From an optimization exercise on the open Yosys and OpenROAD flow, aimed at small area; shortcuts taken in it are not production practice. In this exercise RTL edits were held to simulation tests only and were not proved equivalent to the original. No driver is modelled on the clock port, so clocking that relies on it looks cheaper here than on a real chip. Power and IR drop assume default switching activity.

Setup of rev 12:
## SimpleSend
module SimpleSend(dataOut,Ready2Go,Seg,Anode,Go,clk,reset);
For scale: about 3200 um^2 of cells after synthesis.
clock: 10.0 ns
lec_check: 0
cap_margin: 20
core_margin: 2
core_utilization: 70
cts_buf_list: sky130_fd_sc_hd__clkbuf_4
cts_cluster_diameter: 30
cts_cluster_size: 10
slew_margin: 20
standard.sh (not shown) runs the stock make flow with config.mk's settings and CLKGATE_MAP_FILE= SYNTH_SCRIPT=/design/flow/synth_recipe.tcl, a recipe that flattens the netlist after the stock synthesis.
==> flow/flow/run.sh <==
#!/bin/bash
# The standard layout with three changes:
#  1. after the standard synthesis, the combinational logic (not the
#     flip-flops, which keep their instances, names and cells) is mapped again
#     with area-oriented ABC scripts (run side by side), and the smallest
#     result is kept;
#  2. the ports get the smallest buffer;
#  3. clock tree synthesis uses clkbuf_8 and inserts no dummy loads.
# Each tool's output goes to a log file of its own in this folder.
set -euo pipefail
here=$(pwd)
R=$here/orfs/results/$FLOW_PLATFORM/SimpleSend/base
LIB=$FLOW_HOME/platforms/$FLOW_PLATFORM/lib/sky130_fd_sc_hd__tt_025C_1v80.lib

bash standard.sh synth > 1_standard_synth.log 2>&1
cp "$R/1_2_yosys.v" "$here/standard_synth.v"

SEQ=$(grep -oE 'sky130_fd_sc_hd__[a-z0-9]*(df|dl)[a-z0-9_]*' standard_synth.v | sort -u | tr '\n' ' ')
DONTUSE=$(sed 's/^/-dont_use /' flow/dont_use.txt | tr '\n' ' ')
best=""; best_area=""
scripts="a d e"
for s in $scripts; do
  sed -e "s#@LIB@#$LIB#g" -e "s#@IN@#$here/standard_synth.v#" -e "s#@TOP@#$FLOW_TOP#g" \
      -e "s#@SEQ@#$SEQ#" -e "s#@SCRIPT@#$here/flow/map_$s.abc#" -e "s#@DONTUSE@#$DONTUSE#" \
      -e "s#@STAT@#$here/resyn_$s.stat#" -e "s#@OUT@#$here/resyn_$s.v#" flow/resyn.ys.in > resyn_$s.ys
  (yosys -s resyn_$s.ys > 2_resyn_$s.log 2>&1 || true) &
done
wait
for s in $scripts; do
  [[ -f resyn_$s.stat && -f resyn_$s.v ]] || continue
  area=$(grep -oE 'Chip area for module .*: [0-9.]+' resyn_$s.stat | awk '{print $NF}')
  [[ -n "$area" ]] || continue
  echo "script $s: area $area" >> 2_resyn_choice.log
  if [[ -z "$best" ]] || awk -v a="$area" -v b="$best_area" 'BEGIN{exit !(a<b)}'; then
    best=$s; best_area=$area
  fi
done
if [[ -n "$best" ]]; then
  echo "kept script $best ($best_area)" >> 2_resyn_choice.log
  cp "resyn_$best.v" "$R/1_2_yosys.v"
  touch "$R/1_2_yosys.v"
fi

bash standard.sh \
  BUFFER_PORTS_ARGS="-buffer_cell sky130_fd_sc_hd__buf_1" \
  CTS_ARGS="-sink_clustering_enable -repair_clock_nets -sink_clustering_size 10 -sink_clustering_max_diameter 30 -buf_list sky130_fd_sc_hd__clkbuf_4 -dont_use_dummy_load" \
  POST_CTS_TCL="$here/flow/post_cts.tcl" \
  finish > 3_standard_layout.log 2>&1
==> flow/flow/map_d.abc <==
strash
&get -n
&deepsyn -T 90
&put
dch -f
amap
topo
==> flow/flow/map_e.abc <==
strash
&get -n
&deepsyn -T 90 -S 3
&put
dch -f
amap
mfs2
strash
dch -f
amap
topo
==> flow/flow/post_cts.tcl <==
set n 0
foreach inst [get_cells *] {
  if {[get_property $inst ref_name] != "sky130_fd_sc_hd__clkbuf_4"} { continue }
  set out [get_pins -of_objects $inst -filter "direction == output"]
  set net [get_nets -of_objects $out]
  set fo [llength [get_pins -of_objects $net -filter "direction == input"]]
  if {$fo > 9} {
    replace_cell $inst sky130_fd_sc_hd__clkbuf_8
    incr n
  }
}
puts "post_cts: sized up $n clock buffers"
detailed_placement
check_placement -verbose
Other scripts of this flow, unchanged in this note and not shown: flow/flow/dont_use.txt, flow/flow/map_a.abc, flow/flow/resyn.ys.in
#### Input delta (rev 13 over rev 12)
diff --git a/flow/flow/run.sh b/flow/flow/run.sh
--- a/flow/flow/run.sh
+++ b/flow/flow/run.sh
@@ -5,2 +5 @@
-#     with area-oriented ABC scripts (run side by side), and the smallest
-#     result is kept;
+#     with area-oriented ABC scripts, and the smallest result is kept;
@@ -21,2 +20 @@
-scripts="a d e"
-for s in $scripts; do
+for s in a b c; do
@@ -26,10 +24,6 @@
-  (yosys -s resyn_$s.ys > 2_resyn_$s.log 2>&1 || true) &
-done
-wait
-for s in $scripts; do
-  [[ -f resyn_$s.stat && -f resyn_$s.v ]] || continue
-  area=$(grep -oE 'Chip area for module .*: [0-9.]+' resyn_$s.stat | awk '{print $NF}')
-  [[ -n "$area" ]] || continue
-  echo "script $s: area $area" >> 2_resyn_choice.log
-  if [[ -z "$best" ]] || awk -v a="$area" -v b="$best_area" 'BEGIN{exit !(a<b)}'; then
-    best=$s; best_area=$area
+  if yosys -s resyn_$s.ys > 2_resyn_$s.log 2>&1; then
+    area=$(grep -oE 'Chip area for module .*: [0-9.]+' resyn_$s.stat | awk '{print $NF}')
+    echo "script $s: area $area" >> 2_resyn_choice.log
+    if [[ -z "$best" ]] || awk -v a="$area" -v b="$best_area" 'BEGIN{exit !(a<b)}'; then
+      best=$s; best_area=$area
+    fi
@@ -46,2 +40 @@
-  CTS_ARGS="-sink_clustering_enable -repair_clock_nets -sink_clustering_size 10 -sink_clustering_max_diameter 30 -buf_list sky130_fd_sc_hd__clkbuf_4 -dont_use_dummy_load" \
-  POST_CTS_TCL="$here/flow/post_cts.tcl" \
+  CTS_ARGS="-sink_clustering_enable -repair_clock_nets -sink_clustering_size 30 -sink_clustering_max_diameter 80 -buf_list sky130_fd_sc_hd__clkbuf_8 -dont_use_dummy_load" \
==> flow/flow/map_b.abc (new file) <==
strash
dch -f
map -a
mfs2
strash
dch -f
map -a
topo
==> flow/flow/map_c.abc (new file) <==
strash
&get -n
&st
&dch
&nf -a
&put
topo
removed: flow/flow/map_d.abc
removed: flow/flow/map_e.abc
removed: flow/flow/post_cts.tcl
Notes after the runs:
Rev 13 against rev 12: area of placed instances climbed about 1.4%; final cycle utilization of the critical path dropped 2.4 points; sequential share of layout area dropped 1.2 points; wire length of the first global-routing pass climbed 420 um; first-pass detailed-route iteration total climbed 1. Maximum fanout along the worst path (lower): rev 12. Relative to rev 12, critical path arrival decreased by 0.24 ns in rev 13. Rev 13 vs rev 12: total sequential power down. Taking rev 12 as the reference, in rev 13 multi-input logic cell count rose by 7, leakage power moved up. Final setup slack of the worst path improves in rev 13 relative to rev 12.

[re-timing with driven ports]
In the flow no input, the clock included, has a driving cell. The finished layouts below were timed again as built, in two steps.
Step 1, drivers: a clkbuf_16 drives clk and a buf_2 each remaining input, both assumed.
Step 2 moves the port delays by t, midway between the first and last clock arrival at a register: inputs arrive t later, outputs are due t later. That takes back most of the time a late clock gives input paths.
Three values: ideal ports, drivers, drivers and shift; two values: the first two.
run	shift t [ns]	setup slack, ns	worst setup path at the end
rev 12	0.430	5.941 / 5.912 / 6.106	input to register
rev 13	0.359	6.182 / 6.155 / 6.514	register to output
After both steps setup and hold are still met in every run listed.
